Background: an optimization exercise with open tools, aiming at small area. Do not read the settings as production practice. In this exercise RTL edits were held to simulation tests only and were not proved equivalent to the original.

[design/flow/run.sh]
#!/bin/bash
# synth_recipe.tcl (not shown) runs the flow's synth.tcl, then flattens the netlist and writes it again
# the make line also repeats each setting of config.mk as NAME=value (left out here)
make -C /OpenROAD-flow-scripts/flow DESIGN_CONFIG=/design/flow/config.mk WORK_HOME=/design/flow/orfs CLKGATE_MAP_FILE= SYNTH_SCRIPT=/design/flow/synth_recipe.tcl finish
[design/flow/config.mk]
export PLATFORM = sky130hd
export DESIGN_NAME = inverter_5level_top
export DESIGN_NICKNAME = inverter_5level_top
export VERILOG_FILES = /design/flow/design.v
export SDC_FILE = /design/flow/constraint.sdc
export NUM_CORES = 4
export LEC_CHECK = 0
export CAP_MARGIN = 20
export CORE_MARGIN = 2
export CORE_UTILIZATION = 40
export SLEW_MARGIN = 20
[design/flow/constraint.sdc]
create_clock -name core_clock -period 10.0 [get_ports {clk}]
set_input_delay 2.0000 -clock core_clock [delete_from_list [all_inputs] [get_ports {clk}]]
set_output_delay 2.0000 -clock core_clock [all_outputs]
set_load 0.01 [all_outputs]
[design/flow/design.v]
module sine_generator (
    input  wire        clk,
    input  wire        rst_n,
    input  wire        enable,
    input  wire [31:0] freq_increment,
    input  wire [15:0] modulation_index,
    input  wire [15:0] cu,
    output wire        cmp1,
    output wire        cmp2
);
    reg [11:0] ph_low;
    reg [11:0] ph_mid;
    reg        ph_cy;
    reg [7:0]  ph_top;
    wire [11:0] f0 = freq_increment[11:0];
    wire [11:0] f1 = freq_increment[23:12];
    wire [7:0]  f2 = freq_increment[31:24];
    wire [12:0] c0;
    wire [11:0] s0;
    wire [12:0] c1;
    wire [11:0] s1;
    wire [8:0]  c2;
    wire [7:0]  s2;
    assign c0[0] = 1'b0;
    assign c1[0] = ph_cy;
    assign c2[0] = 1'b0;
    genvar gi;
    generate
        for (gi = 0; gi < 12; gi = gi + 1) begin : g_low
            assign s0[gi]   = ph_low[gi] ^ f0[gi] ^ c0[gi];
            assign c0[gi+1] = (ph_low[gi] & f0[gi]) | (ph_low[gi] & c0[gi]) | (f0[gi] & c0[gi]);
            assign s1[gi]   = ph_mid[gi] ^ f1[gi] ^ c1[gi];
            assign c1[gi+1] = (ph_mid[gi] & f1[gi]) | (ph_mid[gi] & c1[gi]) | (f1[gi] & c1[gi]);
        end
        for (gi = 0; gi < 8; gi = gi + 1) begin : g_top
            assign s2[gi]   = ph_top[gi] ^ f2[gi] ^ c2[gi];
            assign c2[gi+1] = (ph_top[gi] & f2[gi]) | (ph_top[gi] & c2[gi]) | (f2[gi] & c2[gi]);
        end
    endgenerate
    wire k_now  = ph_cy & (&ph_mid);
    wire k_next = c0[12] & (&s1);
    wire inc    = k_now ? k_next : (c1[12] | k_next);
    wire [7:0] run;
    assign run[0] = inc;
    generate
        for (gi = 1; gi < 8; gi = gi + 1) begin : g_inc
            assign run[gi] = run[gi-1] & s2[gi-1];
        end
    endgenerate
    wire [7:0] top_next = s2 ^ run;
    always @(posedge clk or negedge rst_n) begin
        if (!rst_n) begin
            ph_low <= 12'd0;
            ph_mid <= 12'd0;
            ph_cy  <= 1'b0;
            ph_top <= 8'd0;
        end else if (enable) begin
            ph_low <= s0;
            ph_mid <= s1;
            ph_cy  <= c0[12];
            ph_top <= top_next;
        end else begin
            ph_low <= 12'd0;
            ph_mid <= 12'd0;
            ph_cy  <= 1'b0;
            ph_top <= 8'd0;
        end
    end
    wire [7:0] p = ph_top;
    wire       s = p[7];
    wire [6:0] idx = p[6] ? (7'd64 - {1'b0, p[5:0]}) : {1'b0, p[5:0]};
    reg [23:0] dg;
    reg [6:0]  zt;
    always @(*) begin
        case (idx)
            7'd0: {zt, dg} = 31'h7f000000;
            7'd1: {zt, dg} = 31'h06221004;
            7'd2: {zt, dg} = 31'h00280112;
            7'd3: {zt, dg} = 31'h02180027;
            7'd4: {zt, dg} = 31'h00442308;
            7'd5: {zt, dg} = 31'h00400f00;
            7'd6: {zt, dg} = 31'h00601902;
            7'd7: {zt, dg} = 31'h00610814;
            7'd8: {zt, dg} = 31'h0e500422;
            7'd9: {zt, dg} = 31'h00042340;
            7'd10: {zt, dg} = 31'h00051042;
            7'd11: {zt, dg} = 31'h00020154;
            7'd12: {zt, dg} = 31'h00300146;
            7'd13: {zt, dg} = 31'h02020065;
            7'd14: {zt, dg} = 31'h02807205;
            7'd15: {zt, dg} = 31'h1e846010;
            7'd16: {zt, dg} = 31'h00904300;
            7'd17: {zt, dg} = 31'h02a04a05;
            7'd18: {zt, dg} = 31'h00815c22;
            7'd19: {zt, dg} = 31'h06944228;
            7'd20: {zt, dg} = 31'h028e2001;
            7'd21: {zt, dg} = 31'h02861001;
            7'd22: {zt, dg} = 31'h00850a10;
            7'd23: {zt, dg} = 31'h02a0040b;
            7'd24: {zt, dg} = 31'h06801224;
            7'd25: {zt, dg} = 31'h00820d30;
            7'd26: {zt, dg} = 31'h00c82100;
            7'd27: {zt, dg} = 31'h00c01900;
            7'd28: {zt, dg} = 31'h00da0500;
            7'd29: {zt, dg} = 31'h02e4100b;
            7'd30: {zt, dg} = 31'h06e20410;
            7'd31: {zt, dg} = 31'h02c80021;
            7'd32: {zt, dg} = 31'h00c10038;
            7'd33: {zt, dg} = 31'h00922d40;
            7'd34: {zt, dg} = 31'h02861841;
            7'd35: {zt, dg} = 31'h00900740;
            7'd36: {zt, dg} = 31'h00a11440;
            7'd37: {zt, dg} = 31'h00b00946;
            7'd38: {zt, dg} = 31'h02841a61;
            7'd39: {zt, dg} = 31'h0083006c;
            7'd40: {zt, dg} = 31'h06800678;
            7'd41: {zt, dg} = 31'h00026184;
            7'd42: {zt, dg} = 31'h00016892;
            7'd43: {zt, dg} = 31'h02085285;
            7'd44: {zt, dg} = 31'h00114884;
            7'd45: {zt, dg} = 31'h060e4090;
            7'd46: {zt, dg} = 31'h00234c80;
            7'd47: {zt, dg} = 31'h00324180;
            7'd48: {zt, dg} = 31'h7e284090;
            7'd49: {zt, dg} = 31'h000057a8;
            7'd50: {zt, dg} = 31'h000241a8;
            7'd51: {zt, dg} = 31'h001140aa;
            7'd52: {zt, dg} = 31'h060042b8;
            7'd53: {zt, dg} = 31'h06083284;
            7'd54: {zt, dg} = 31'h00012086;
            7'd55: {zt, dg} = 31'h02102885;
            7'd56: {zt, dg} = 31'h0011208a;
            7'd57: {zt, dg} = 31'h06002294;
            7'd58: {zt, dg} = 31'h0600229c;
            7'd59: {zt, dg} = 31'h0e001082;
            7'd60: {zt, dg} = 31'h00091084;
            7'd61: {zt, dg} = 31'h0202108d;
            7'd62: {zt, dg} = 31'h00040982;
            7'd63: {zt, dg} = 31'h00030480;
            7'd64: {zt, dg} = 31'h00000180;
            default: {zt, dg} = 31'h00000000;
        endcase
    end
    wire [7:0] dg_p1 = dg[23:16];
    wire [7:0] dg_n1 = dg[15:8];
    wire [7:0] dg_p2 = dg[7:0];
    wire [15:0] m = modulation_index;
    wire [15:0] cx = cu ^ {16{s}};
    wire [7:0]  dn1n = ~dg_n1;
    wire z = zt[0] | (m[14:0] == 15'd0) |
             (zt[1] & (m[13:0] == 14'd0)) |
             (zt[2] & (m[12:0] == 13'd0)) |
             (zt[3] & (m[11:0] == 12'd0)) |
             (zt[4] & (m[10:0] == 11'd0)) |
             (zt[5] & (m[9:0] == 10'd0)) |
             (zt[6] & (m[8:0] == 9'd0));
    wire szn = ~(s & ~z);
    wire pn0_0 = ~((dg_p1[0] & m[0]) | (dg_n1[0] & ~m[0]));
    wire pn0_1 = ~((dg_p1[0] & m[1]) | (dg_n1[0] & ~m[1]) | (dg_p2[0] & m[0]));
    wire pn0_2 = ~((dg_p1[0] & m[2]) | (dg_n1[0] & ~m[2]) | (dg_p2[0] & m[1]));
    wire pn0_3 = ~((dg_p1[0] & m[3]) | (dg_n1[0] & ~m[3]) | (dg_p2[0] & m[2]));
    wire pn0_4 = ~((dg_p1[0] & m[4]) | (dg_n1[0] & ~m[4]) | (dg_p2[0] & m[3]));
    wire pn0_5 = ~((dg_p1[0] & m[5]) | (dg_n1[0] & ~m[5]) | (dg_p2[0] & m[4]));
    wire pn0_6 = ~((dg_p1[0] & m[6]) | (dg_n1[0] & ~m[6]) | (dg_p2[0] & m[5]));
    wire pn0_7 = ~((dg_p1[0] & m[7]) | (dg_n1[0] & ~m[7]) | (dg_p2[0] & m[6]));
    wire pn0_8 = ~((dg_p1[0] & m[8]) | (dg_n1[0] & ~m[8]) | (dg_p2[0] & m[7]));
    wire pn0_9 = ~((dg_p1[0] & m[9]) | (dg_n1[0] & ~m[9]) | (dg_p2[0] & m[8]));
    wire pn0_10 = ~((dg_p1[0] & m[10]) | (dg_n1[0] & ~m[10]) | (dg_p2[0] & m[9]));
    wire pn0_11 = ~((dg_p1[0] & m[11]) | (dg_n1[0] & ~m[11]) | (dg_p2[0] & m[10]));
    wire pn0_12 = ~((dg_p1[0] & m[12]) | (dg_n1[0] & ~m[12]) | (dg_p2[0] & m[11]));
    wire pn0_13 = ~((dg_p1[0] & m[13]) | (dg_n1[0] & ~m[13]) | (dg_p2[0] & m[12]));
    wire pn0_14 = ~((dg_p1[0] & m[14]) | (dg_n1[0] & ~m[14]) | (dg_p2[0] & m[13]));
    wire pn0_15 = ~((dg_p1[0] & m[15]) | (dg_n1[0] & ~m[15]) | (dg_p2[0] & m[14]));
    wire pt0 = (dg_p1[0] & m[15]) | (dg_n1[0] & ~m[15]) | (dg_p2[0] & m[15]);
    wire pn1_0 = ~((dg_p1[1] & m[0]) | (dg_n1[1] & ~m[0]));
    wire pn1_1 = ~((dg_p1[1] & m[1]) | (dg_n1[1] & ~m[1]) | (dg_p2[1] & m[0]));
    wire pn1_2 = ~((dg_p1[1] & m[2]) | (dg_n1[1] & ~m[2]) | (dg_p2[1] & m[1]));
    wire pn1_3 = ~((dg_p1[1] & m[3]) | (dg_n1[1] & ~m[3]) | (dg_p2[1] & m[2]));
    wire pn1_4 = ~((dg_p1[1] & m[4]) | (dg_n1[1] & ~m[4]) | (dg_p2[1] & m[3]));
    wire pn1_5 = ~((dg_p1[1] & m[5]) | (dg_n1[1] & ~m[5]) | (dg_p2[1] & m[4]));
    wire pn1_6 = ~((dg_p1[1] & m[6]) | (dg_n1[1] & ~m[6]) | (dg_p2[1] & m[5]));
    wire pn1_7 = ~((dg_p1[1] & m[7]) | (dg_n1[1] & ~m[7]) | (dg_p2[1] & m[6]));
    wire pn1_8 = ~((dg_p1[1] & m[8]) | (dg_n1[1] & ~m[8]) | (dg_p2[1] & m[7]));
    wire pn1_9 = ~((dg_p1[1] & m[9]) | (dg_n1[1] & ~m[9]) | (dg_p2[1] & m[8]));
    wire pn1_10 = ~((dg_p1[1] & m[10]) | (dg_n1[1] & ~m[10]) | (dg_p2[1] & m[9]));
    wire pn1_11 = ~((dg_p1[1] & m[11]) | (dg_n1[1] & ~m[11]) | (dg_p2[1] & m[10]));
    wire pn1_12 = ~((dg_p1[1] & m[12]) | (dg_n1[1] & ~m[12]) | (dg_p2[1] & m[11]));
    wire pn1_13 = ~((dg_p1[1] & m[13]) | (dg_n1[1] & ~m[13]) | (dg_p2[1] & m[12]));
    wire pn1_14 = ~((dg_p1[1] & m[14]) | (dg_n1[1] & ~m[14]) | (dg_p2[1] & m[13]));
    wire pn1_15 = ~((dg_p1[1] & m[15]) | (dg_n1[1] & ~m[15]) | (dg_p2[1] & m[14]));
    wire pt1 = (dg_p1[1] & m[15]) | (dg_n1[1] & ~m[15]) | (dg_p2[1] & m[15]);
    wire pn2_0 = ~((dg_p1[2] & m[0]) | (dg_n1[2] & ~m[0]));
    wire pn2_1 = ~((dg_p1[2] & m[1]) | (dg_n1[2] & ~m[1]) | (dg_p2[2] & m[0]));
    wire pn2_2 = ~((dg_p1[2] & m[2]) | (dg_n1[2] & ~m[2]) | (dg_p2[2] & m[1]));
    wire pn2_3 = ~((dg_p1[2] & m[3]) | (dg_n1[2] & ~m[3]) | (dg_p2[2] & m[2]));
    wire pn2_4 = ~((dg_p1[2] & m[4]) | (dg_n1[2] & ~m[4]) | (dg_p2[2] & m[3]));
    wire pn2_5 = ~((dg_p1[2] & m[5]) | (dg_n1[2] & ~m[5]) | (dg_p2[2] & m[4]));
    wire pn2_6 = ~((dg_p1[2] & m[6]) | (dg_n1[2] & ~m[6]) | (dg_p2[2] & m[5]));
    wire pn2_7 = ~((dg_p1[2] & m[7]) | (dg_n1[2] & ~m[7]) | (dg_p2[2] & m[6]));
    wire pn2_8 = ~((dg_p1[2] & m[8]) | (dg_n1[2] & ~m[8]) | (dg_p2[2] & m[7]));
    wire pn2_9 = ~((dg_p1[2] & m[9]) | (dg_n1[2] & ~m[9]) | (dg_p2[2] & m[8]));
    wire pn2_10 = ~((dg_p1[2] & m[10]) | (dg_n1[2] & ~m[10]) | (dg_p2[2] & m[9]));
    wire pn2_11 = ~((dg_p1[2] & m[11]) | (dg_n1[2] & ~m[11]) | (dg_p2[2] & m[10]));
    wire pn2_12 = ~((dg_p1[2] & m[12]) | (dg_n1[2] & ~m[12]) | (dg_p2[2] & m[11]));
    wire pn2_13 = ~((dg_p1[2] & m[13]) | (dg_n1[2] & ~m[13]) | (dg_p2[2] & m[12]));
    wire pn2_14 = ~((dg_p1[2] & m[14]) | (dg_n1[2] & ~m[14]) | (dg_p2[2] & m[13]));
    wire pn2_15 = ~((dg_p1[2] & m[15]) | (dg_n1[2] & ~m[15]) | (dg_p2[2] & m[14]));
    wire pt2 = (dg_p1[2] & m[15]) | (dg_n1[2] & ~m[15]) | (dg_p2[2] & m[15]);
    wire pn3_0 = ~((dg_p1[3] & m[0]) | (dg_n1[3] & ~m[0]));
    wire pn3_1 = ~((dg_p1[3] & m[1]) | (dg_n1[3] & ~m[1]) | (dg_p2[3] & m[0]));
    wire pn3_2 = ~((dg_p1[3] & m[2]) | (dg_n1[3] & ~m[2]) | (dg_p2[3] & m[1]));
    wire pn3_3 = ~((dg_p1[3] & m[3]) | (dg_n1[3] & ~m[3]) | (dg_p2[3] & m[2]));
    wire pn3_4 = ~((dg_p1[3] & m[4]) | (dg_n1[3] & ~m[4]) | (dg_p2[3] & m[3]));
    wire pn3_5 = ~((dg_p1[3] & m[5]) | (dg_n1[3] & ~m[5]) | (dg_p2[3] & m[4]));
    wire pn3_6 = ~((dg_p1[3] & m[6]) | (dg_n1[3] & ~m[6]) | (dg_p2[3] & m[5]));
    wire pn3_7 = ~((dg_p1[3] & m[7]) | (dg_n1[3] & ~m[7]) | (dg_p2[3] & m[6]));
    wire pn3_8 = ~((dg_p1[3] & m[8]) | (dg_n1[3] & ~m[8]) | (dg_p2[3] & m[7]));
    wire pn3_9 = ~((dg_p1[3] & m[9]) | (dg_n1[3] & ~m[9]) | (dg_p2[3] & m[8]));
    wire pn3_10 = ~((dg_p1[3] & m[10]) | (dg_n1[3] & ~m[10]) | (dg_p2[3] & m[9]));
    wire pn3_11 = ~((dg_p1[3] & m[11]) | (dg_n1[3] & ~m[11]) | (dg_p2[3] & m[10]));
    wire pn3_12 = ~((dg_p1[3] & m[12]) | (dg_n1[3] & ~m[12]) | (dg_p2[3] & m[11]));
    wire pn3_13 = ~((dg_p1[3] & m[13]) | (dg_n1[3] & ~m[13]) | (dg_p2[3] & m[12]));
    wire pn3_14 = ~((dg_p1[3] & m[14]) | (dg_n1[3] & ~m[14]) | (dg_p2[3] & m[13]));
    wire pn3_15 = ~((dg_p1[3] & m[15]) | (dg_n1[3] & ~m[15]) | (dg_p2[3] & m[14]));
    wire pt3 = (dg_p1[3] & m[15]) | (dg_n1[3] & ~m[15]) | (dg_p2[3] & m[15]);
    wire pn4_0 = ~((dg_p1[4] & m[0]) | (dg_n1[4] & ~m[0]));
    wire pn4_1 = ~((dg_p1[4] & m[1]) | (dg_n1[4] & ~m[1]) | (dg_p2[4] & m[0]));
    wire pn4_2 = ~((dg_p1[4] & m[2]) | (dg_n1[4] & ~m[2]) | (dg_p2[4] & m[1]));
    wire pn4_3 = ~((dg_p1[4] & m[3]) | (dg_n1[4] & ~m[3]) | (dg_p2[4] & m[2]));
    wire pn4_4 = ~((dg_p1[4] & m[4]) | (dg_n1[4] & ~m[4]) | (dg_p2[4] & m[3]));
    wire pn4_5 = ~((dg_p1[4] & m[5]) | (dg_n1[4] & ~m[5]) | (dg_p2[4] & m[4]));
    wire pn4_6 = ~((dg_p1[4] & m[6]) | (dg_n1[4] & ~m[6]) | (dg_p2[4] & m[5]));
    wire pn4_7 = ~((dg_p1[4] & m[7]) | (dg_n1[4] & ~m[7]) | (dg_p2[4] & m[6]));
    wire pn4_8 = ~((dg_p1[4] & m[8]) | (dg_n1[4] & ~m[8]) | (dg_p2[4] & m[7]));
    wire pn4_9 = ~((dg_p1[4] & m[9]) | (dg_n1[4] & ~m[9]) | (dg_p2[4] & m[8]));
    wire pn4_10 = ~((dg_p1[4] & m[10]) | (dg_n1[4] & ~m[10]) | (dg_p2[4] & m[9]));
    wire pn4_11 = ~((dg_p1[4] & m[11]) | (dg_n1[4] & ~m[11]) | (dg_p2[4] & m[10]));
    wire pn4_12 = ~((dg_p1[4] & m[12]) | (dg_n1[4] & ~m[12]) | (dg_p2[4] & m[11]));
    wire pn4_13 = ~((dg_p1[4] & m[13]) | (dg_n1[4] & ~m[13]) | (dg_p2[4] & m[12]));
    wire pn4_14 = ~((dg_p1[4] & m[14]) | (dg_n1[4] & ~m[14]) | (dg_p2[4] & m[13]));
    wire pn4_15 = ~((dg_p1[4] & m[15]) | (dg_n1[4] & ~m[15]) | (dg_p2[4] & m[14]));
    wire pt4 = (dg_p1[4] & m[15]) | (dg_n1[4] & ~m[15]) | (dg_p2[4] & m[15]);
    wire pn5_0 = ~((dg_p1[5] & m[0]) | (dg_n1[5] & ~m[0]));
    wire pn5_1 = ~((dg_p1[5] & m[1]) | (dg_n1[5] & ~m[1]) | (dg_p2[5] & m[0]));
    wire pn5_2 = ~((dg_p1[5] & m[2]) | (dg_n1[5] & ~m[2]) | (dg_p2[5] & m[1]));
    wire pn5_3 = ~((dg_p1[5] & m[3]) | (dg_n1[5] & ~m[3]) | (dg_p2[5] & m[2]));
    wire pn5_4 = ~((dg_p1[5] & m[4]) | (dg_n1[5] & ~m[4]) | (dg_p2[5] & m[3]));
    wire pn5_5 = ~((dg_p1[5] & m[5]) | (dg_n1[5] & ~m[5]) | (dg_p2[5] & m[4]));
    wire pn5_6 = ~((dg_p1[5] & m[6]) | (dg_n1[5] & ~m[6]) | (dg_p2[5] & m[5]));
    wire pn5_7 = ~((dg_p1[5] & m[7]) | (dg_n1[5] & ~m[7]) | (dg_p2[5] & m[6]));
    wire pn5_8 = ~((dg_p1[5] & m[8]) | (dg_n1[5] & ~m[8]) | (dg_p2[5] & m[7]));
    wire pn5_9 = ~((dg_p1[5] & m[9]) | (dg_n1[5] & ~m[9]) | (dg_p2[5] & m[8]));
    wire pn5_10 = ~((dg_p1[5] & m[10]) | (dg_n1[5] & ~m[10]) | (dg_p2[5] & m[9]));
    wire pn5_11 = ~((dg_p1[5] & m[11]) | (dg_n1[5] & ~m[11]) | (dg_p2[5] & m[10]));
    wire pn5_12 = ~((dg_p1[5] & m[12]) | (dg_n1[5] & ~m[12]) | (dg_p2[5] & m[11]));
    wire pn5_13 = ~((dg_p1[5] & m[13]) | (dg_n1[5] & ~m[13]) | (dg_p2[5] & m[12]));
    wire pn5_14 = ~((dg_p1[5] & m[14]) | (dg_n1[5] & ~m[14]) | (dg_p2[5] & m[13]));
    wire pn5_15 = ~((dg_p1[5] & m[15]) | (dg_n1[5] & ~m[15]) | (dg_p2[5] & m[14]));
    wire pt5 = (dg_p1[5] & m[15]) | (dg_n1[5] & ~m[15]) | (dg_p2[5] & m[15]);
    wire pn6_0 = ~((dg_p1[6] & m[0]) | (dg_n1[6] & ~m[0]));
    wire pn6_1 = ~((dg_p1[6] & m[1]) | (dg_n1[6] & ~m[1]) | (dg_p2[6] & m[0]));
    wire pn6_2 = ~((dg_p1[6] & m[2]) | (dg_n1[6] & ~m[2]) | (dg_p2[6] & m[1]));
    wire pn6_3 = ~((dg_p1[6] & m[3]) | (dg_n1[6] & ~m[3]) | (dg_p2[6] & m[2]));
    wire pn6_4 = ~((dg_p1[6] & m[4]) | (dg_n1[6] & ~m[4]) | (dg_p2[6] & m[3]));
    wire pn6_5 = ~((dg_p1[6] & m[5]) | (dg_n1[6] & ~m[5]) | (dg_p2[6] & m[4]));
    wire pn6_6 = ~((dg_p1[6] & m[6]) | (dg_n1[6] & ~m[6]) | (dg_p2[6] & m[5]));
    wire pn6_7 = ~((dg_p1[6] & m[7]) | (dg_n1[6] & ~m[7]) | (dg_p2[6] & m[6]));
    wire pn6_8 = ~((dg_p1[6] & m[8]) | (dg_n1[6] & ~m[8]) | (dg_p2[6] & m[7]));
    wire pn6_9 = ~((dg_p1[6] & m[9]) | (dg_n1[6] & ~m[9]) | (dg_p2[6] & m[8]));
    wire pn6_10 = ~((dg_p1[6] & m[10]) | (dg_n1[6] & ~m[10]) | (dg_p2[6] & m[9]));
    wire pn6_11 = ~((dg_p1[6] & m[11]) | (dg_n1[6] & ~m[11]) | (dg_p2[6] & m[10]));
    wire pn6_12 = ~((dg_p1[6] & m[12]) | (dg_n1[6] & ~m[12]) | (dg_p2[6] & m[11]));
    wire pn6_13 = ~((dg_p1[6] & m[13]) | (dg_n1[6] & ~m[13]) | (dg_p2[6] & m[12]));
    wire pn6_14 = ~((dg_p1[6] & m[14]) | (dg_n1[6] & ~m[14]) | (dg_p2[6] & m[13]));
    wire pn6_15 = ~((dg_p1[6] & m[15]) | (dg_n1[6] & ~m[15]) | (dg_p2[6] & m[14]));
    wire pt6 = (dg_p1[6] & m[15]) | (dg_n1[6] & ~m[15]) | (dg_p2[6] & m[15]);
    wire pn7_0 = ~((dg_p1[7] & m[0]) | (dg_n1[7] & ~m[0]));
    wire pn7_1 = ~((dg_p1[7] & m[1]) | (dg_n1[7] & ~m[1]) | (dg_p2[7] & m[0]));
    wire pn7_2 = ~((dg_p1[7] & m[2]) | (dg_n1[7] & ~m[2]) | (dg_p2[7] & m[1]));
    wire pn7_3 = ~((dg_p1[7] & m[3]) | (dg_n1[7] & ~m[3]) | (dg_p2[7] & m[2]));
    wire pn7_4 = ~((dg_p1[7] & m[4]) | (dg_n1[7] & ~m[4]) | (dg_p2[7] & m[3]));
    wire pn7_5 = ~((dg_p1[7] & m[5]) | (dg_n1[7] & ~m[5]) | (dg_p2[7] & m[4]));
    wire pn7_6 = ~((dg_p1[7] & m[6]) | (dg_n1[7] & ~m[6]) | (dg_p2[7] & m[5]));
    wire pn7_7 = ~((dg_p1[7] & m[7]) | (dg_n1[7] & ~m[7]) | (dg_p2[7] & m[6]));
    wire pn7_8 = ~((dg_p1[7] & m[8]) | (dg_n1[7] & ~m[8]) | (dg_p2[7] & m[7]));
    wire pn7_9 = ~((dg_p1[7] & m[9]) | (dg_n1[7] & ~m[9]) | (dg_p2[7] & m[8]));
    wire pn7_10 = ~((dg_p1[7] & m[10]) | (dg_n1[7] & ~m[10]) | (dg_p2[7] & m[9]));
    wire pn7_11 = ~((dg_p1[7] & m[11]) | (dg_n1[7] & ~m[11]) | (dg_p2[7] & m[10]));
    wire pn7_12 = ~((dg_p1[7] & m[12]) | (dg_n1[7] & ~m[12]) | (dg_p2[7] & m[11]));
    wire pn7_13 = ~((dg_p1[7] & m[13]) | (dg_n1[7] & ~m[13]) | (dg_p2[7] & m[12]));
    wire pn7_14 = ~((dg_p1[7] & m[14]) | (dg_n1[7] & ~m[14]) | (dg_p2[7] & m[13]));
    wire pn7_15 = ~((dg_p1[7] & m[15]) | (dg_n1[7] & ~m[15]) | (dg_p2[7] & m[14]));
    wire pt7 = (dg_p1[7] & m[15]) | (dg_n1[7] & ~m[15]) | (dg_p2[7] & m[15]);
    wire hs1 = ~(pn0_15 ^ pn1_13);
    wire hc2 = pn0_15 | pn1_13;
    wire fs3 = pt0 ^ pn1_14 ^ pn2_12;
    wire fc4 = (pt0 & pn1_14) | (pt0 & pn2_12) | (pn1_14 & pn2_12);
    wire hs5 = ~(pn1_15 ^ pn2_13);
    wire hc6 = pn1_15 | pn2_13;
    wire hs7 = ~(pn0_10 ^ pn1_8);
    wire hc8 = pn0_10 | pn1_8;
    wire hs9 = ~(pn0_11 ^ pn1_9);
    wire hc10 = pn0_11 | pn1_9;
    wire fs11 = pn0_12 ^ pn1_10 ^ pn2_8;
    wire fc12 = (pn0_12 & pn1_10) | (pn0_12 & pn2_8) | (pn1_10 & pn2_8);
    wire hs13 = ~(pn3_6 ^ pn4_4);
    wire hc14 = pn3_6 | pn4_4;
    wire fs15 = pn0_13 ^ pn1_11 ^ pn2_9;
    wire fc16 = (pn0_13 & pn1_11) | (pn0_13 & pn2_9) | (pn1_11 & pn2_9);
    wire hs17 = ~(pn3_7 ^ pn4_5);
    wire hc18 = pn3_7 | pn4_5;
    wire fs19 = pn0_14 ^ pn1_12 ^ pn2_10;
    wire fc20 = (pn0_14 & pn1_12) | (pn0_14 & pn2_10) | (pn1_12 & pn2_10);
    wire fs21 = pn3_8 ^ pn4_6 ^ pn5_4;
    wire fc22 = (pn3_8 & pn4_6) | (pn3_8 & pn5_4) | (pn4_6 & pn5_4);
    wire hs23 = ~(pn6_2 ^ pn7_0);
    wire hc24 = pn6_2 | pn7_0;
    wire fs25 = hs1 ^ pn2_11 ^ pn3_9;
    wire fc26 = (hs1 & pn2_11) | (hs1 & pn3_9) | (pn2_11 & pn3_9);
    wire fs27 = pn4_7 ^ pn5_5 ^ pn6_3;
    wire fc28 = (pn4_7 & pn5_5) | (pn4_7 & pn6_3) | (pn5_5 & pn6_3);
    wire fs29 = pn7_1 ^ szn ^ cx[0];
    wire fc30 = (pn7_1 & szn) | (pn7_1 & cx[0]) | (szn & cx[0]);
    wire fs31 = hc2 ^ fs3 ^ pn3_10;
    wire fc32 = (hc2 & fs3) | (hc2 & pn3_10) | (fs3 & pn3_10);
    wire fs33 = pn4_8 ^ pn5_6 ^ pn6_4;
    wire fc34 = (pn4_8 & pn5_6) | (pn4_8 & pn6_4) | (pn5_6 & pn6_4);
    wire fs35 = pn7_2 ^ cx[1] ^ 1'b0;
    wire fc36 = (pn7_2 & cx[1]) | (pn7_2 & 1'b0) | (cx[1] & 1'b0);
    wire fs37 = fc4 ^ hs5 ^ pn3_11;
    wire fc38 = (fc4 & hs5) | (fc4 & pn3_11) | (hs5 & pn3_11);
    wire fs39 = pn4_9 ^ pn5_7 ^ pn6_5;
    wire fc40 = (pn4_9 & pn5_7) | (pn4_9 & pn6_5) | (pn5_7 & pn6_5);
    wire fs41 = pn7_3 ^ cx[2] ^ 1'b0;
    wire fc42 = (pn7_3 & cx[2]) | (pn7_3 & 1'b0) | (cx[2] & 1'b0);
    wire fs43 = hc6 ^ pt1 ^ pn2_14;
    wire fc44 = (hc6 & pt1) | (hc6 & pn2_14) | (pt1 & pn2_14);
    wire fs45 = pn3_12 ^ pn4_10 ^ pn5_8;
    wire fc46 = (pn3_12 & pn4_10) | (pn3_12 & pn5_8) | (pn4_10 & pn5_8);
    wire fs47 = pn6_6 ^ pn7_4 ^ cx[3];
    wire fc48 = (pn6_6 & pn7_4) | (pn6_6 & cx[3]) | (pn7_4 & cx[3]);
    wire fs49 = pn2_15 ^ pn3_13 ^ pn4_11;
    wire fc50 = (pn2_15 & pn3_13) | (pn2_15 & pn4_11) | (pn3_13 & pn4_11);
    wire fs51 = pn5_9 ^ pn6_7 ^ pn7_5;
    wire fc52 = (pn5_9 & pn6_7) | (pn5_9 & pn7_5) | (pn6_7 & pn7_5);
    wire hs53 = ~(cx[4] ^ 1'b0);
    wire hc54 = cx[4] | 1'b0;
    wire fs55 = pt2 ^ pn3_14 ^ pn4_12;
    wire fc56 = (pt2 & pn3_14) | (pt2 & pn4_12) | (pn3_14 & pn4_12);
    wire fs57 = pn5_10 ^ pn6_8 ^ pn7_6;
    wire fc58 = (pn5_10 & pn6_8) | (pn5_10 & pn7_6) | (pn6_8 & pn7_6);
    wire fs59 = pn3_15 ^ pn4_13 ^ pn5_11;
    wire fc60 = (pn3_15 & pn4_13) | (pn3_15 & pn5_11) | (pn4_13 & pn5_11);
    wire hs61 = ~(pn6_9 ^ pn7_7);
    wire hc62 = pn6_9 | pn7_7;
    wire fs63 = pt3 ^ pn4_14 ^ pn5_12;
    wire fc64 = (pt3 & pn4_14) | (pt3 & pn5_12) | (pn4_14 & pn5_12);
    wire hs65 = ~(pn4_15 ^ pn5_13);
    wire hc66 = pn4_15 | pn5_13;
    wire hs67 = ~(pn0_6 ^ pn1_4);
    wire hc68 = pn0_6 | pn1_4;
    wire hs69 = ~(pn0_7 ^ pn1_5);
    wire hc70 = pn0_7 | pn1_5;
    wire fs71 = pn0_8 ^ pn1_6 ^ pn2_4;
    wire fc72 = (pn0_8 & pn1_6) | (pn0_8 & pn2_4) | (pn1_6 & pn2_4);
    wire hs73 = ~(pn3_2 ^ pn4_0);
    wire hc74 = pn3_2 | pn4_0;
    wire fs75 = pn0_9 ^ pn1_7 ^ pn2_5;
    wire fc76 = (pn0_9 & pn1_7) | (pn0_9 & pn2_5) | (pn1_7 & pn2_5);
    wire hs77 = ~(pn3_3 ^ pn4_1);
    wire hc78 = pn3_3 | pn4_1;
    wire fs79 = hs7 ^ pn2_6 ^ pn3_4;
    wire fc80 = (hs7 & pn2_6) | (hs7 & pn3_4) | (pn2_6 & pn3_4);
    wire fs81 = pn4_2 ^ pn5_0 ^ dn1n[5];
    wire fc82 = (pn4_2 & pn5_0) | (pn4_2 & dn1n[5]) | (pn5_0 & dn1n[5]);
    wire fs83 = hc8 ^ hs9 ^ pn2_7;
    wire fc84 = (hc8 & hs9) | (hc8 & pn2_7) | (hs9 & pn2_7);
    wire fs85 = pn3_5 ^ pn4_3 ^ pn5_1;
    wire fc86 = (pn3_5 & pn4_3) | (pn3_5 & pn5_1) | (pn4_3 & pn5_1);
    wire fs87 = hc10 ^ fs11 ^ hs13;
    wire fc88 = (hc10 & fs11) | (hc10 & hs13) | (fs11 & hs13);
    wire fs89 = pn5_2 ^ pn6_0 ^ dn1n[6];
    wire fc90 = (pn5_2 & pn6_0) | (pn5_2 & dn1n[6]) | (pn6_0 & dn1n[6]);
    wire fs91 = fc12 ^ hc14 ^ fs15;
    wire fc92 = (fc12 & hc14) | (fc12 & fs15) | (hc14 & fs15);
    wire fs93 = hs17 ^ pn5_3 ^ pn6_1;
    wire fc94 = (hs17 & pn5_3) | (hs17 & pn6_1) | (pn5_3 & pn6_1);
    wire fs95 = fc16 ^ hc18 ^ fs19;
    wire fc96 = (fc16 & hc18) | (fc16 & fs19) | (hc18 & fs19);
    wire fs97 = fs21 ^ hs23 ^ dn1n[7];
    wire fc98 = (fs21 & hs23) | (fs21 & dn1n[7]) | (hs23 & dn1n[7]);
    wire fs99 = fc20 ^ fc22 ^ hc24;
    wire fc100 = (fc20 & fc22) | (fc20 & hc24) | (fc22 & hc24);
    wire fs101 = fs25 ^ fs27 ^ fs29;
    wire fc102 = (fs25 & fs27) | (fs25 & fs29) | (fs27 & fs29);
    wire fs103 = fc26 ^ fc28 ^ fc30;
    wire fc104 = (fc26 & fc28) | (fc26 & fc30) | (fc28 & fc30);
    wire fs105 = fs31 ^ fs33 ^ fs35;
    wire fc106 = (fs31 & fs33) | (fs31 & fs35) | (fs33 & fs35);
    wire fs107 = fc32 ^ fc34 ^ fc36;
    wire fc108 = (fc32 & fc34) | (fc32 & fc36) | (fc34 & fc36);
    wire fs109 = fs37 ^ fs39 ^ fs41;
    wire fc110 = (fs37 & fs39) | (fs37 & fs41) | (fs39 & fs41);
    wire fs111 = fc38 ^ fc40 ^ fc42;
    wire fc112 = (fc38 & fc40) | (fc38 & fc42) | (fc40 & fc42);
    wire fs113 = fs43 ^ fs45 ^ fs47;
    wire fc114 = (fs43 & fs45) | (fs43 & fs47) | (fs45 & fs47);
    wire fs115 = fc44 ^ fc46 ^ fc48;
    wire fc116 = (fc44 & fc46) | (fc44 & fc48) | (fc46 & fc48);
    wire fs117 = fs49 ^ fs51 ^ hs53;
    wire fc118 = (fs49 & fs51) | (fs49 & hs53) | (fs51 & hs53);
    wire fs119 = fc50 ^ fc52 ^ hc54;
    wire fc120 = (fc50 & fc52) | (fc50 & hc54) | (fc52 & hc54);
    wire fs121 = fs55 ^ fs57 ^ cx[5];
    wire fc122 = (fs55 & fs57) | (fs55 & cx[5]) | (fs57 & cx[5]);
    wire fs123 = fc56 ^ fc58 ^ fs59;
    wire fc124 = (fc56 & fc58) | (fc56 & fs59) | (fc58 & fs59);
    wire fs125 = hs61 ^ cx[6] ^ 1'b0;
    wire fc126 = (hs61 & cx[6]) | (hs61 & 1'b0) | (cx[6] & 1'b0);
    wire fs127 = fc60 ^ hc62 ^ fs63;
    wire fc128 = (fc60 & hc62) | (fc60 & fs63) | (hc62 & fs63);
    wire fs129 = pn6_10 ^ pn7_8 ^ cx[7];
    wire fc130 = (pn6_10 & pn7_8) | (pn6_10 & cx[7]) | (pn7_8 & cx[7]);
    wire fs131 = fc64 ^ hs65 ^ pn6_11;
    wire fc132 = (fc64 & hs65) | (fc64 & pn6_11) | (hs65 & pn6_11);
    wire fs133 = pn7_9 ^ cx[8] ^ 1'b0;
    wire fc134 = (pn7_9 & cx[8]) | (pn7_9 & 1'b0) | (cx[8] & 1'b0);
    wire fs135 = hc66 ^ pt4 ^ pn5_14;
    wire fc136 = (hc66 & pt4) | (hc66 & pn5_14) | (pt4 & pn5_14);
    wire fs137 = pn6_12 ^ pn7_10 ^ cx[9];
    wire fc138 = (pn6_12 & pn7_10) | (pn6_12 & cx[9]) | (pn7_10 & cx[9]);
    wire fs139 = pn5_15 ^ pn6_13 ^ pn7_11;
    wire fc140 = (pn5_15 & pn6_13) | (pn5_15 & pn7_11) | (pn6_13 & pn7_11);
    wire hs141 = ~(cx[10] ^ 1'b0);
    wire hc142 = cx[10] | 1'b0;
    wire fs143 = pt5 ^ pn6_14 ^ pn7_12;
    wire fc144 = (pt5 & pn6_14) | (pt5 & pn7_12) | (pn6_14 & pn7_12);
    wire hs145 = ~(pn6_15 ^ pn7_13);
    wire hc146 = pn6_15 | pn7_13;
    wire hs147 = ~(pn0_4 ^ pn1_2);
    wire hc148 = pn0_4 | pn1_2;
    wire hs149 = ~(pn0_5 ^ pn1_3);
    wire hc150 = pn0_5 | pn1_3;
    wire fs151 = hs67 ^ pn2_2 ^ pn3_0;
    wire fc152 = (hs67 & pn2_2) | (hs67 & pn3_0) | (pn2_2 & pn3_0);
    wire fs153 = hc68 ^ hs69 ^ pn2_3;
    wire fc154 = (hc68 & hs69) | (hc68 & pn2_3) | (hs69 & pn2_3);
    wire fs155 = hc70 ^ fs71 ^ hs73;
    wire fc156 = (hc70 & fs71) | (hc70 & hs73) | (fs71 & hs73);
    wire fs157 = fc72 ^ hc74 ^ fs75;
    wire fc158 = (fc72 & hc74) | (fc72 & fs75) | (hc74 & fs75);
    wire fs159 = fc76 ^ hc78 ^ fs79;
    wire fc160 = (fc76 & hc78) | (fc76 & fs79) | (hc78 & fs79);
    wire fs161 = fc80 ^ fc82 ^ fs83;
    wire fc162 = (fc80 & fc82) | (fc80 & fs83) | (fc82 & fs83);
    wire fs163 = fc84 ^ fc86 ^ fs87;
    wire fc164 = (fc84 & fc86) | (fc84 & fs87) | (fc86 & fs87);
    wire fs165 = fc88 ^ fc90 ^ fs91;
    wire fc166 = (fc88 & fc90) | (fc88 & fs91) | (fc90 & fs91);
    wire fs167 = fc92 ^ fc94 ^ fs95;
    wire fc168 = (fc92 & fc94) | (fc92 & fs95) | (fc94 & fs95);
    wire fs169 = fc96 ^ fc98 ^ fs99;
    wire fc170 = (fc96 & fc98) | (fc96 & fs99) | (fc98 & fs99);
    wire fs171 = fc100 ^ fc102 ^ fs103;
    wire fc172 = (fc100 & fc102) | (fc100 & fs103) | (fc102 & fs103);
    wire fs173 = fc104 ^ fc106 ^ fs107;
    wire fc174 = (fc104 & fc106) | (fc104 & fs107) | (fc106 & fs107);
    wire fs175 = fc108 ^ fc110 ^ fs111;
    wire fc176 = (fc108 & fc110) | (fc108 & fs111) | (fc110 & fs111);
    wire fs177 = fc112 ^ fc114 ^ fs115;
    wire fc178 = (fc112 & fc114) | (fc112 & fs115) | (fc114 & fs115);
    wire fs179 = fc116 ^ fc118 ^ fs119;
    wire fc180 = (fc116 & fc118) | (fc116 & fs119) | (fc118 & fs119);
    wire fs181 = fc120 ^ fc122 ^ fs123;
    wire fc182 = (fc120 & fc122) | (fc120 & fs123) | (fc122 & fs123);
    wire fs183 = fc124 ^ fc126 ^ fs127;
    wire fc184 = (fc124 & fc126) | (fc124 & fs127) | (fc126 & fs127);
    wire fs185 = fc128 ^ fc130 ^ fs131;
    wire fc186 = (fc128 & fc130) | (fc128 & fs131) | (fc130 & fs131);
    wire fs187 = fc132 ^ fc134 ^ fs135;
    wire fc188 = (fc132 & fc134) | (fc132 & fs135) | (fc134 & fs135);
    wire fs189 = fc136 ^ fc138 ^ fs139;
    wire fc190 = (fc136 & fc138) | (fc136 & fs139) | (fc138 & fs139);
    wire fs191 = fc140 ^ hc142 ^ fs143;
    wire fc192 = (fc140 & hc142) | (fc140 & fs143) | (hc142 & fs143);
    wire fs193 = fc144 ^ hs145 ^ cx[12];
    wire fc194 = (fc144 & hs145) | (fc144 & cx[12]) | (hs145 & cx[12]);
    wire fs195 = hc146 ^ pt6 ^ pn7_14;
    wire fc196 = (hc146 & pt6) | (hc146 & pn7_14) | (pt6 & pn7_14);
    wire hs197 = ~(pn7_15 ^ cx[14]);
    wire hc198 = pn7_15 | cx[14];
    wire hs199 = ~(pn0_2 ^ pn1_0);
    wire hc200 = pn0_2 | pn1_0;
    wire hs201 = ~(pn0_3 ^ pn1_1);
    wire hc202 = pn0_3 | pn1_1;
    wire fs203 = hs147 ^ pn2_0 ^ dn1n[2];
    wire fc204 = (hs147 & pn2_0) | (hs147 & dn1n[2]) | (pn2_0 & dn1n[2]);
    wire fs205 = hc148 ^ hs149 ^ pn2_1;
    wire fc206 = (hc148 & hs149) | (hc148 & pn2_1) | (hs149 & pn2_1);
    wire fs207 = hc150 ^ fs151 ^ dn1n[3];
    wire fc208 = (hc150 & fs151) | (hc150 & dn1n[3]) | (fs151 & dn1n[3]);
    wire fs209 = fc152 ^ fs153 ^ pn3_1;
    wire fc210 = (fc152 & fs153) | (fc152 & pn3_1) | (fs153 & pn3_1);
    wire fs211 = fc154 ^ fs155 ^ dn1n[4];
    wire fc212 = (fc154 & fs155) | (fc154 & dn1n[4]) | (fs155 & dn1n[4]);
    wire fs213 = fc156 ^ fs157 ^ hs77;
    wire fc214 = (fc156 & fs157) | (fc156 & hs77) | (fs157 & hs77);
    wire fs215 = fc158 ^ fs159 ^ fs81;
    wire fc216 = (fc158 & fs159) | (fc158 & fs81) | (fs159 & fs81);
    wire fs217 = fc160 ^ fs161 ^ fs85;
    wire fc218 = (fc160 & fs161) | (fc160 & fs85) | (fs161 & fs85);
    wire fs219 = fc162 ^ fs163 ^ fs89;
    wire fc220 = (fc162 & fs163) | (fc162 & fs89) | (fs163 & fs89);
    wire fs221 = fc164 ^ fs165 ^ fs93;
    wire fc222 = (fc164 & fs165) | (fc164 & fs93) | (fs165 & fs93);
    wire fs223 = fc166 ^ fs167 ^ fs97;
    wire fc224 = (fc166 & fs167) | (fc166 & fs97) | (fs167 & fs97);
    wire fs225 = fc168 ^ fs169 ^ fs101;
    wire fc226 = (fc168 & fs169) | (fc168 & fs101) | (fs169 & fs101);
    wire fs227 = fc170 ^ fs171 ^ fs105;
    wire fc228 = (fc170 & fs171) | (fc170 & fs105) | (fs171 & fs105);
    wire fs229 = fc172 ^ fs173 ^ fs109;
    wire fc230 = (fc172 & fs173) | (fc172 & fs109) | (fs173 & fs109);
    wire fs231 = fc174 ^ fs175 ^ fs113;
    wire fc232 = (fc174 & fs175) | (fc174 & fs113) | (fs175 & fs113);
    wire fs233 = fc176 ^ fs177 ^ fs117;
    wire fc234 = (fc176 & fs177) | (fc176 & fs117) | (fs177 & fs117);
    wire fs235 = fc178 ^ fs179 ^ fs121;
    wire fc236 = (fc178 & fs179) | (fc178 & fs121) | (fs179 & fs121);
    wire fs237 = fc180 ^ fs181 ^ fs125;
    wire fc238 = (fc180 & fs181) | (fc180 & fs125) | (fs181 & fs125);
    wire fs239 = fc182 ^ fs183 ^ fs129;
    wire fc240 = (fc182 & fs183) | (fc182 & fs129) | (fs183 & fs129);
    wire fs241 = fc184 ^ fs185 ^ fs133;
    wire fc242 = (fc184 & fs185) | (fc184 & fs133) | (fs185 & fs133);
    wire fs243 = fc186 ^ fs187 ^ fs137;
    wire fc244 = (fc186 & fs187) | (fc186 & fs137) | (fs187 & fs137);
    wire fs245 = fc188 ^ fs189 ^ hs141;
    wire fc246 = (fc188 & fs189) | (fc188 & hs141) | (fs189 & hs141);
    wire fs247 = fc190 ^ fs191 ^ cx[11];
    wire fc248 = (fc190 & fs191) | (fc190 & cx[11]) | (fs191 & cx[11]);
    wire fs249 = fc192 ^ fs193 ^ 1'b0;
    wire fc250 = (fc192 & fs193) | (fc192 & 1'b0) | (fs193 & 1'b0);
    wire fs251 = fc194 ^ fs195 ^ cx[13];
    wire fc252 = (fc194 & fs195) | (fc194 & cx[13]) | (fs195 & cx[13]);
    wire fs253 = fc196 ^ hs197 ^ 1'b0;
    wire fc254 = (fc196 & hs197) | (fc196 & 1'b0) | (hs197 & 1'b0);
    wire fs255 = hc198 ^ pt7 ^ 1'b0;
    wire fc256 = (hc198 & pt7) | (hc198 & 1'b0) | (pt7 & 1'b0);
    wire [31:0] ra = {fc256, fc254, fc252, fc250, fc248, fc246, fc244, fc242, fc240, fc238, fc236, fc234, fc232, fc230, fc228, fc226, fc224, fc222, fc220, fc218, fc216, fc214, fc212, fc210, fc208, fc206, fc204, hc202, hc200, hs199, pn0_1, pn0_0};
    wire [31:0] rb = {1'b1, fs255, fs253, fs251, fs249, fs247, fs245, fs243, fs241, fs239, fs237, fs235, fs233, fs231, fs229, fs227, fs225, fs223, fs221, fs219, fs217, fs215, fs213, fs211, fs209, fs207, fs205, fs203, hs201, dn1n[1], 1'b1, dn1n[0]};
    wire [29:0] cg = ~(ra[29:0] | rb[29:0]);
    wire [29:0] cp = ~(ra[29:0] & rb[29:0]);
    wire tg0_0 = cg[1] | (cp[1] & cg[0]);
    wire tg0_1 = cg[3] | (cp[3] & cg[2]);
    wire tp0_1 = cp[3] & cp[2];
    wire tg0_2 = cg[5] | (cp[5] & cg[4]);
    wire tp0_2 = cp[5] & cp[4];
    wire tg0_3 = cg[7] | (cp[7] & cg[6]);
    wire tp0_3 = cp[7] & cp[6];
    wire tg0_4 = cg[9] | (cp[9] & cg[8]);
    wire tp0_4 = cp[9] & cp[8];
    wire tg0_5 = cg[11] | (cp[11] & cg[10]);
    wire tp0_5 = cp[11] & cp[10];
    wire tg0_6 = cg[13] | (cp[13] & cg[12]);
    wire tp0_6 = cp[13] & cp[12];
    wire tg0_7 = cg[15] | (cp[15] & cg[14]);
    wire tp0_7 = cp[15] & cp[14];
    wire tg0_8 = cg[17] | (cp[17] & cg[16]);
    wire tp0_8 = cp[17] & cp[16];
    wire tg0_9 = cg[19] | (cp[19] & cg[18]);
    wire tp0_9 = cp[19] & cp[18];
    wire tg0_10 = cg[21] | (cp[21] & cg[20]);
    wire tp0_10 = cp[21] & cp[20];
    wire tg0_11 = cg[23] | (cp[23] & cg[22]);
    wire tp0_11 = cp[23] & cp[22];
    wire tg0_12 = cg[25] | (cp[25] & cg[24]);
    wire tp0_12 = cp[25] & cp[24];
    wire tg0_13 = cg[27] | (cp[27] & cg[26]);
    wire tp0_13 = cp[27] & cp[26];
    wire tg0_14 = cg[29] | (cp[29] & cg[28]);
    wire tp0_14 = cp[29] & cp[28];
    wire tg1_0 = tg0_1 | (tp0_1 & tg0_0);
    wire tg1_1 = tg0_3 | (tp0_3 & tg0_2);
    wire tp1_1 = tp0_3 & tp0_2;
    wire tg1_2 = tg0_5 | (tp0_5 & tg0_4);
    wire tp1_2 = tp0_5 & tp0_4;
    wire tg1_3 = tg0_7 | (tp0_7 & tg0_6);
    wire tp1_3 = tp0_7 & tp0_6;
    wire tg1_4 = tg0_9 | (tp0_9 & tg0_8);
    wire tp1_4 = tp0_9 & tp0_8;
    wire tg1_5 = tg0_11 | (tp0_11 & tg0_10);
    wire tp1_5 = tp0_11 & tp0_10;
    wire tg1_6 = tg0_13 | (tp0_13 & tg0_12);
    wire tp1_6 = tp0_13 & tp0_12;
    wire tg2_0 = tg1_1 | (tp1_1 & tg1_0);
    wire tg2_1 = tg1_3 | (tp1_3 & tg1_2);
    wire tp2_1 = tp1_3 & tp1_2;
    wire tg2_2 = tg1_5 | (tp1_5 & tg1_4);
    wire tp2_2 = tp1_5 & tp1_4;
    wire tg2_3 = tg0_14 | (tp0_14 & tg1_6);
    wire tp2_3 = tp0_14 & tp1_6;
    wire tg3_0 = tg2_1 | (tp2_1 & tg2_0);
    wire tg3_1 = tg2_3 | (tp2_3 & tg2_2);
    wire tp3_1 = tp2_3 & tp2_2;
    wire tg4_0 = tg3_1 | (tp3_1 & tg3_0);
    wire        k30 = tg4_0;
    wire        e2 = cx[15];
    wire        e1 = ~cx[15];
    wire [1:0]  t2 = (~ra[30]) + (~rb[30]) + e2 + k30;
    wire [1:0]  t1 = (~ra[30]) + (~rb[30]) + e1 + k30;
    wire        d31_2 = ra[31] ^ rb[31] ^ t2[1];
    wire        d31_1 = ra[31] ^ rb[31] ^ t1[1];
    assign cmp2 = ~(s ^ d31_2);
    assign cmp1 = ~(s ^ d31_1);
endmodule
module carrier_generator (
    input  wire        clk,
    input  wire        rst_n,
    input  wire        enable,
    input  wire [15:0] freq_div,
    output wire [15:0] cu,
    output reg         sync_pulse
);
    reg [15:0] counter;
    reg        counter_dir;
    reg        prev_dir;
    wire [16:0] cnt_inc;
    assign cnt_inc[0] = 1'b1;
    wire [15:0] cnt_plus1;
    genvar gi;
    generate
        for (gi = 0; gi < 16; gi = gi + 1) begin : g_inc
            assign cnt_plus1[gi]  = counter[gi] ^ cnt_inc[gi];
            assign cnt_inc[gi+1]  = counter[gi] & cnt_inc[gi];
        end
    endgenerate
    wire wrap = (|freq_div) && (cnt_inc[16] || (cnt_plus1 >= freq_div));
    always @(posedge clk or negedge rst_n) begin
        if (!rst_n) begin
            counter     <= 16'd0;
            counter_dir <= 1'b0;
            prev_dir    <= 1'b0;
            sync_pulse  <= 1'b0;
        end else if (enable) begin
            if (wrap) begin
                counter     <= 16'd0;
                counter_dir <= ~counter_dir;
            end else begin
                counter     <= cnt_plus1;
            end
            prev_dir   <= counter_dir;
            sync_pulse <= ~prev_dir & counter_dir;
        end else begin
            counter     <= 16'd0;
            counter_dir <= 1'b0;
            sync_pulse  <= 1'b0;
        end
    end
    assign cu = counter_dir ? {counter[15], ~counter[14:0]} : counter;
endmodule
module pwm_comparator #(
    parameter RESET_CMP = 1'b0
)(
    input  wire       clk,
    input  wire       rst_n,
    input  wire       enable,
    input  wire       cmp_next,
    input  wire [7:0] deadtime,
    output wire       pwm_high,
    output wire       pwm_low
);
    reg       cmp;
    reg       pwm_raw;
    reg       pwm_raw_prev;
    reg [7:0] deadtime_counter;
    reg       out_en;
    always @(posedge clk or negedge rst_n) begin
        if (!rst_n) begin
            cmp              <= RESET_CMP;
            pwm_raw          <= 1'b0;
            pwm_raw_prev     <= 1'b0;
            deadtime_counter <= 8'd0;
            out_en           <= 1'b0;
        end else if (enable) begin
            cmp          <= cmp_next;
            pwm_raw      <= cmp;
            pwm_raw_prev <= pwm_raw;
            if (pwm_raw != pwm_raw_prev) begin
                deadtime_counter <= deadtime;
                out_en           <= 1'b0;
            end else if (deadtime_counter != 8'd0) begin
                deadtime_counter <= deadtime_counter - 8'd1;
                out_en           <= 1'b0;
            end else begin
                out_en           <= 1'b1;
            end
        end else begin
            cmp              <= RESET_CMP;
            pwm_raw          <= 1'b0;
            pwm_raw_prev     <= 1'b0;
            deadtime_counter <= 8'd0;
            out_en           <= 1'b0;
        end
    end
    assign pwm_high = out_en & pwm_raw_prev;
    assign pwm_low  = out_en & ~pwm_raw_prev;
endmodule
module inverter_5level_top #(
    parameter DATA_WIDTH = 16,
    parameter PHASE_WIDTH = 32,
    parameter DEADTIME_WIDTH = 8,
    parameter CARRIER_DIV_WIDTH = 16
)(
    input  wire                         clk,
    input  wire                         rst_n,
    input  wire                         enable,
    input  wire [PHASE_WIDTH-1:0]       freq_50hz,
    input  wire [DATA_WIDTH-1:0]        modulation_index,
    input  wire [DEADTIME_WIDTH-1:0]    deadtime_cycles,
    input  wire [CARRIER_DIV_WIDTH-1:0] carrier_freq_div,
    output wire                         pwm1_ch1_high,
    output wire                         pwm1_ch1_low,
    output wire                         pwm1_ch2_high,
    output wire                         pwm1_ch2_low,
    output wire                         pwm2_ch1_high,
    output wire                         pwm2_ch1_low,
    output wire                         pwm2_ch2_high,
    output wire                         pwm2_ch2_low,
    output wire                         sync_pulse,
    output wire                         fault
);
    wire [15:0] cu;
    wire        cmp1, cmp2;
    carrier_generator carrier_gen (
        .clk        (clk),
        .rst_n      (rst_n),
        .enable     (enable),
        .freq_div   (carrier_freq_div),
        .cu         (cu),
        .sync_pulse (sync_pulse)
    );
    sine_generator sine_gen (
        .clk              (clk),
        .rst_n            (rst_n),
        .enable           (enable),
        .freq_increment   (freq_50hz),
        .modulation_index (modulation_index),
        .cu               (cu),
        .cmp1             (cmp1),
        .cmp2             (cmp2)
    );
    wire h1, l1, h2, l2;
    pwm_comparator #(.RESET_CMP(1'b1)) pwm1 (
        .clk (clk), .rst_n (rst_n), .enable (enable),
        .cmp_next (cmp1), .deadtime (deadtime_cycles),
        .pwm_high (h1), .pwm_low (l1)
    );
    pwm_comparator #(.RESET_CMP(1'b0)) pwm2 (
        .clk (clk), .rst_n (rst_n), .enable (enable),
        .cmp_next (cmp2), .deadtime (deadtime_cycles),
        .pwm_high (h2), .pwm_low (l2)
    );
    assign pwm1_ch1_high = h1;
    assign pwm1_ch1_low  = l1;
    assign pwm1_ch2_high = h1;
    assign pwm1_ch2_low  = l1;
    assign pwm2_ch1_high = h2;
    assign pwm2_ch1_low  = l2;
    assign pwm2_ch2_high = h2;
    assign pwm2_ch2_low  = l2;
    assign fault = 1'b0;
endmodule
==> run summary <==
Clock Sinks 76; Die H 180 microns; crit path DAT 9.76 ns; maximum clock path buffer count 2; sequential area share after synthesis 0.154; Critical Path RT 10.18 ns; Mapped Cells 1460; Core ar. 30500 sq um; Critical Path Fanout Max 2; Slew @ Worst Pin 0.988 ns; vias 11200; routability cong. 0.956; Yosys top cell area share 0.208; Synth Area per Inst 8.45 sq um; setup_tns 0 ns; Critical Path Start Type input pin; Reg2Reg Setup Slack 1.25 ns; reg2reg path depth 33; Clock Skew 0.00958 ns; All-Layer GR Usage 0.224; leading cell types in the layout, fill and taps excluded nor2_1 (195), inv_1 (185), fa_1 (124); # fillers 2955; Boundary Pins 85; Hold Buf Count CTS 0; CTS clock-pin slew for the worst setup and hold paths 0.06 ns; CTS tree built; Hold Crit Class flip-flop to flip-flop; synth-to-layout area growth 12.2%; first-pass GRT wire length 59.7 mm; drt wl/cell 19.0 microns; CTS buffer count 9; Post-CTS Setup Inserts 0; die area 32300 sq um; Syn Nets 1743; Yosys cell types 88; Via density 5.92; DPL Wire Length 27.3 mm; hold path depth 1; cell taking the most area after synthesis fa_1; ant diodes 0; Inst Count DP 1877; final setup margin 0.417 ns; I/O Buffers 83; final hold vios 0; max_cap viols 0; Post-synth top flop dfrtp_1; Cell Area, Placed 13500 sq um; crit end category flip-flop; drt pass-1 iters 6; initial antenna violation count 0; fmax 0.104 GHz; Setup WS pre-CTS -0.236 ns; Post-synth EDFFs 0; final instance area 13800 sq um; final cell count without fillers 1893; Yosys warnings 4; Initial Util 0.404; drc violations 0; Rows 64; Post-Route WL 36.0 mm; die width 180 microns; DRT antenna net count 0; Final Critical Period 9.58 ns; Seq cells post-synth 76; largest net degree at the start of global routing 77; total gr overflow 0; Tcrit/Tclk final 0.958; Slew headroom 0.342; async set-or-reset flop fraction in the synthesized netlist 1.00; top cells by area, synth fa_1 (21%), dfrtp_1 (15%), ha_1 (8.1%); final setup fails 0; vias in the first global route 11200; status finished clean; H-tree lvl count 3; worst skew pair latency 0.34 ns; Initial DRC Count 1302; CTS resizes 0; layout cells sized above 1 0.0795; root buffer cell clkbuf_16; WS Path Type input pin to flip-flop; pins over their slew limit 0; mapped cell area 12300 sq um; unrepaired setup endpoints after global routing false; Final nets 1776; commonest non-fill, non-tap cell in the layout nor2_1
[cell usage after synthesis (21+ instances only)]
master	number
a21oi_1	50
buf_2	29
o21ai_0	44
nand2_1	86
a221o_1	65
a211oi_1	21
nand3_1	35
a221oi_1	47
fa_1	128
xnor2_1	31
clkbuf_1	66
nor2_1	195
o31ai_1	21
dfrtp_1	75
ha_1	80
inv_1	185
[cell families after synthesis]
family,count (synthesis),synth area share
AND/OR/NAND/NOR,420,0.155
AO/OA/AOI/OAI,390,0.248
buffers and inverters,309,0.106
adder cells (fa/ha/maj),211,0.291
flip-flops,76,0.154
XOR/XNOR,43,0.0363
multiplexers,10,0.00852
other,1,0.000304
[critical path, stage by stage]
cell	delay (ns)
clkdlybuf4s50_1	0.49
fa_1	0.17
inv_1	0.05
fa_1	0.45
fa_1	0.49
fa_1	0.48
fa_1	0.46
fa_1	0.48
fa_1	0.48
fa_1	0.46
fa_1	0.47
fa_1	0.46
fa_1	0.42
inv_1	0.09
fa_1	0.41
nand4_1	0.08
nand2_1	0.07
ha_1	0.22
ha_1	0.20
ha_1	0.20
ha_1	0.20
ha_1	0.20
ha_1	0.19
ha_1	0.19
xor2_1	0.15
xnor2_1	0.15
nor2_1	0.05
[metal layers]
| layer | global-route usage | share of wire |
|---|---|---|
| met1 | 0.311 | 0.44 |
| met3 | 0.0207 | 0.054 |
| met4 | 0.0715 | 0.024 |
| met5 | 0 | 0 |
| met2 | 0.371 | 0.48 |
[path summary, 6_finish.rpt]
| path | from | to |
|---|---|---|
| worst max-delay path | freq_50hz[12] | sine_gen.ph_top[7]$_DFF_PN0_ |
| worst min-delay path | pwm2.cmp$_DFF_PN0_ | pwm2.pwm_raw$_DFF_PN0_ |
| worst max register to register | sine_gen.ph_top[1]$_DFF_PN0_ | pwm2.cmp$_DFF_PN0_ |
| worst min register to register | pwm2.cmp$_DFF_PN0_ | pwm2.pwm_raw$_DFF_PN0_ |
| max in group asynchronous | rst_n | pwm2.pwm_raw_prev$_DFF_PN0_ |
| min in group asynchronous | rst_n | carrier_gen.prev_dir$_DFFE_PN0P_ |
[per-stage QoR]
step | hold WS, ns | utilization
global placement | 0.473 | 0.443
floorplan | 0.434 | -
detailed placement | 0.453 | 0.443
global route | 0.512 | 0.454
finish | 0.462 | 0.454
CTS | 0.471 | 0.453
[registers in the layout (all words and copies together), names as in the netlist, 8 cells and up]
signal	cells
carrier_gen.counter	16
sine_gen.ph_low	12
sine_gen.ph_mid	12
pwm1.deadtime_counter	8
pwm2.deadtime_counter	8
sine_gen.ph_top	8
[cell type report]
| class | count | area [sq um] | area share |
|---|---|---|---|
| clock inverters | 6 | 65.1 | 0.00470 |
| multi-input cells | 1075 | 9170 | 0.663 |
| clock buffers | 9 | 225 | 0.0163 |
| repair buffers | 143 | 1280 | 0.0923 |
| flip-flops and latches | 76 | 1900 | 0.137 |
| inverters | 188 | 706 | 0.0510 |
| well taps | 396 | 495 | 0.0358 |

## re-timing with driven ports
The results above use ideal ports. As a check the final layout listed here was re-extracted and re-timed, cells and wires unchanged. Step 1 sets driving cells, clkbuf_16 on the clock port and buf_2 on the other inputs (assumed; they add their load-dependent delay and slew). Step 2 adds t to the input delays and takes it off the output delays; t is the mean of the earliest and latest rising clock arrival at the registers after step 1. Input paths then give back, and output paths get back, about the clock's delay inside the block. a / b / c = ideal / step 1 / step 2; a / b = the first two.
t, ns: 0.373
setup WS [ns]: 0.417 / 0.429 / 0.056
worst setup path at the end: input to register
clock arrival spread, ns: 0.010 / 0.010
cell pins on the clock port's net: 1
After both steps setup and hold are still met in this run. For this run, drivers alone change the setup slack by +0.012 ns; drivers and shift together by -0.361 ns.
